Context: an optimization exercise on an open-source flow, tuned for small area. The choices shown serve that exercise and are no tape-out recipe. Function was checked by simulation only, so behaviour that the tests miss may differ from the original. No activity file was given, so power comes from the tool's default toggle rates.

// Digtal_Top
module Digtal_Top(
	input 			CLOCK_Digtal,
	input 			RST,
	input 			Rx,
	input 			CS,
	output [7:0]	Out_Data,
	output [7:0]	RAM_Data_In,
	output [30:0]	RAM_RDADD,
	output [30:0]	RAM_WRADD,
	output 			RAM_RDEN,
	output 			RAM_WREN,
	input [7:0]		RAM_Q
	);
	reg 		b;
	wire 		tick = ~b;
	reg [3:0]	z;
	reg [7:0]	cnt;
	reg [7:0]	data;
	wire 		det  = z[3];
	wire 		hi   = cnt[7] & cnt[4];
	wire 		rcv  = ~hi | (cnt[2:0] == 3'd0);
	wire 		post = hi & (cnt[2:0] != 3'd0) & (cnt[2:0] != 3'd6);
	wire 		samp = (cnt[3:0] == 4'd0) & (cnt[7:4] != 4'd0) & ~hi;
	reg [1:0]	cs_s;
	reg [2:0]	c;
	reg [5:0]	r;
	reg [5:0]	s;		 
	reg [7:0]	out;
	reg [30:0]	wradd;
	reg [30:0]	rdadd;
	wire 		frame = r[5] | r[4] | r[3] | r[2];
	wire 		ev9   = hi & (cnt[2:0] == 3'd5) & b;	 
	wire 		wr_on = frame & hi & (((cnt[2:0] == 3'd3) & ~b) | (cnt[2:0] == 3'd4));
	wire 		r_last = (r == 6'd49);
  ...
Size: ~420 cells after synthesis, about 110 flip-flops, about 92 I/O pins, ~4000 sq um of cells after synthesis.
export LEC_CHECK = 0
export CAP_MARGIN = 20
export CORE_MARGIN = 2
export CORE_UTILIZATION = 40
export PLACE_DENSITY = 0.6
export SLEW_MARGIN = 20
create_clock -name core_clock -period 5.0 [get_ports {CLOCK_Digtal}]
standard.sh (not shown) runs the stock make flow with config.mk's settings and CLKGATE_MAP_FILE= SYNTH_SCRIPT=/design/flow/synth_recipe.tcl, a recipe that flattens the netlist after the stock synthesis.
==> flow/flow/run.sh <==
#!/bin/bash
# Standard ORFS layout with three changes:
#  - synthesis maps all logic, adders included, with an area-oriented ABC
#    script instead of extracting half adders first. Two scripts
#    (flow/abc1.script, flow/abc2.script) are each run with 16 random seeds
#    for ABC's &deepsyn (4 runs at a time, each in a work folder of its own)
#    and the smallest netlist is kept. Everything else in synthesis is the
#    standard script, so the registers are those of the standard synthesis.
#  - ports are buffered with the smallest buffer
#  - the clock tree is built from small clock buffers without dummy loads
set -euo pipefail
here=$(pwd)
orfs="$here/orfs"
export BUFFER_PORTS_ARGS="-buffer_cell sky130_fd_sc_hd__buf_1"
export CTS_ARGS="-sink_clustering_enable -repair_clock_nets -dont_use_dummy_load -buf_list {sky130_fd_sc_hd__clkbuf_2 sky130_fd_sc_hd__clkbuf_4 sky130_fd_sc_hd__clkbuf_8}"

# standard.sh with its work folder taken from $WH
grep -q "WORK_HOME=$orfs " standard.sh
sed "s|WORK_HOME=$orfs |WORK_HOME=\$WH |" standard.sh > "$here/standard_wh.sh"

# run number n: script 1 + n / 16, seed n % 16
synth_run() {
	local n=$1
	local d="$here/run_$n"
	rm -rf "$d"
	mkdir -p "$d"
	cp -r "$FLOW_HOME/scripts" "$d/scripts"
	sed "s/SEED/$((n % 16))/" "$here/flow/abc$((1 + n / 16)).script" > "$d/scripts/abc_speed.script"
	WH="$d/orfs" bash "$here/standard_wh.sh" SCRIPTS_DIR="$d/scripts" ADDER_MAP_FILE= synth > "$here/synth_$n.log" 2>&1 || true
}

for round in $(seq 0 7); do
	for k in 0 1 2 3; do
		synth_run $((round * 4 + k)) &
	done
	wait
done

best=""
best_area=""
for n in $(seq 0 31); do
	stat="$here/run_$n/orfs/reports/sky130hd/Digtal_Top/base/synth_stat.txt"
	[[ -f "$here/run_$n/orfs/results/sky130hd/Digtal_Top/base/1_synth.odb" && -f "$stat" ]] || continue
	area=$(grep "Chip area for module" "$stat" | awk '{print $NF}')
	echo "run $n area $area" >> "$here/synth_choice.log"
	if [[ -z "$best_area" ]] || awk "BEGIN{exit !($area < $best_area)}"; then
		best=$n
		best_area=$area
	fi
done
echo "kept run $best area $best_area" >> "$here/synth_choice.log"
rm -rf "$orfs"
mv "$here/run_$best/orfs" "$orfs"
rm -rf "$here"/run_*
bash standard.sh > "$here/standard.log" 2>&1
==> flow/flow/abc1.script <==
&get -n
&st
&deepsyn -J 50 -T 100 -S SEED
&dch -f
&nf -R 1000
&put
topo
stime -c
==> flow/flow/abc2.script <==
&get -n
&st
&deepsyn -J 50 -T 100 -S SEED
&dch -f
&nf -R 1000
&st
&dch -f
&nf -R 1000
&put
topo
stime -c
Next try:
==> flow/flow/run.sh (replaced) <==
#!/bin/bash
# Standard ORFS layout with three changes:
#  - synthesis maps all logic, adders included, with an area-oriented ABC
#    script (flow/abc.script) instead of extracting half adders first; it is
#    run with 16 random seeds for ABC's &deepsyn (4 at a time, each in a work
#    folder of its own) and the smallest netlist is kept. Everything else in
#    synthesis is the standard script, so the registers are those of the
#    standard synthesis.
#  - ports are buffered with the smallest buffer
#  - the clock tree is built from small clock buffers without dummy loads
set -euo pipefail
here=$(pwd)
orfs="$here/orfs"
export BUFFER_PORTS_ARGS="-buffer_cell sky130_fd_sc_hd__buf_1"
export CTS_ARGS="-sink_clustering_enable -repair_clock_nets -dont_use_dummy_load -buf_list {sky130_fd_sc_hd__clkbuf_2 sky130_fd_sc_hd__clkbuf_4 sky130_fd_sc_hd__clkbuf_8}"

# standard.sh with its work folder taken from $WH
grep -q "WORK_HOME=$orfs " standard.sh
sed "s|WORK_HOME=$orfs |WORK_HOME=\$WH |" standard.sh > "$here/standard_wh.sh"

synth_seed() {
	local seed=$1
	local d="$here/seed_$seed"
	rm -rf "$d"
	mkdir -p "$d"
	cp -r "$FLOW_HOME/scripts" "$d/scripts"
	sed "s/SEED/$seed/" "$here/flow/abc.script" > "$d/scripts/abc_speed.script"
	WH="$d/orfs" bash "$here/standard_wh.sh" SCRIPTS_DIR="$d/scripts" ADDER_MAP_FILE= synth > "$here/synth_$seed.log" 2>&1 || true
}

for round in 0 1 2 3; do
	for k in 0 1 2 3; do
		synth_seed $((round * 4 + k)) &
	done
	wait
done

best=""
best_area=""
for seed in $(seq 0 15); do
	stat="$here/seed_$seed/orfs/reports/sky130hd/Digtal_Top/base/synth_stat.txt"
	[[ -f "$here/seed_$seed/orfs/results/sky130hd/Digtal_Top/base/1_synth.odb" && -f "$stat" ]] || continue
	area=$(grep "Chip area for module" "$stat" | awk '{print $NF}')
	echo "seed $seed area $area" >> "$here/synth_choice.log"
	if [[ -z "$best_area" ]] || awk "BEGIN{exit !($area < $best_area)}"; then
		best=$seed
		best_area=$area
	fi
done
echo "kept seed $best area $best_area" >> "$here/synth_choice.log"
rm -rf "$orfs"
mv "$here/seed_$best/orfs" "$orfs"
rm -rf "$here"/seed_*
bash standard.sh > "$here/standard.log" 2>&1
==> flow/flow/abc.script (new file) <==
&get -n
&st
&deepsyn -J 50 -T 100 -S SEED
&dch -f
&nf -R 1000
&put
topo
stime -c
removed: flow/flow/abc1.script
removed: flow/flow/abc2.script
Effect:
- power stays the same
- die area does not change
- clock-buffer cell count does not change
- first-iteration DRC count stays the same
- final area stays the same
- wire length is unchanged
- via count does not change
- worst setup slack does not change
- critical path depth is unchanged
- worst hold slack is unchanged
Next try:
--- a/flow/flow/run.sh
+++ b/flow/flow/run.sh
@@ -29,5 +29,5 @@
 }
 
-for round in 0 1 2 3; do
+for round in 1; do
 	for k in 0 1 2 3; do
 		synth_seed $((round * 4 + k)) &
Settings changed: CORE_UTILIZATION 40 to 55, PLACE_DENSITY 0.6 to 0.7.
Setup slack is worse by 90 ps.
Area after synthesis stays the same.
Power is about the same.
Hold slack is worse by 3.5 ps.
Final area drops by 1.0%.
Next try:
--- a/flow/flow/run.sh
+++ b/flow/flow/run.sh
@@ -13,5 +13,5 @@
 orfs="$here/orfs"
 export BUFFER_PORTS_ARGS="-buffer_cell sky130_fd_sc_hd__buf_1"
-export CTS_ARGS="-sink_clustering_enable -repair_clock_nets -dont_use_dummy_load -buf_list {sky130_fd_sc_hd__clkbuf_2 sky130_fd_sc_hd__clkbuf_4 sky130_fd_sc_hd__clkbuf_8}"
+export CTS_ARGS="-sink_clustering_enable -repair_clock_nets -dont_use_dummy_load -sink_clustering_size 24 -sink_clustering_max_diameter 200 -buf_list {sky130_fd_sc_hd__clkbuf_4 sky130_fd_sc_hd__clkbuf_8 sky130_fd_sc_hd__clkbuf_16}"
 
 # standard.sh with its work folder taken from $WH
Settings changed: CORE_UTILIZATION 55 to 40, PLACE_DENSITY 0.7 to 0.6.
After rerunning: Via count hardly moves; synthesized cell count does not change; non-clock buffer count stays the same; fmax rises by 2.3%; synthesized area is unchanged.

static timing again, ports no longer ideal:
The results above use ideal ports. As a check the final layouts listed here were re-extracted and re-timed, cells and wires unchanged.
Step 1 (the two cells are an assumption about what drives the block):
set clk [get_ports {CLOCK_Digtal}]
set_driving_cell -lib_cell sky130_fd_sc_hd__clkbuf_16 $clk
set_driving_cell -lib_cell sky130_fd_sc_hd__buf_2 [delete_from_list [all_inputs] $clk]
Step 2, shift: input delay + t, output delay - t, t = (earliest + latest rising clock arrival at the registers) / 2. This alone moves slack from input paths to output paths.
Three values: ideal ports, drivers, drivers and shift; two values: the first two.
run	t (ns)	slack for setup (ns)	worst slew at a driven data input, ns
the first run	0.375	1.173 / 1.173 / 1.173	0.03
the second run	0.375	1.173 / 1.173 / 1.173	0.03
the third run	0.377	1.084 / 1.084 / 1.084	0.04
the fourth run	0.375	1.173 / 1.173 / 1.173	0.03
After both steps every run listed still meets setup and hold.
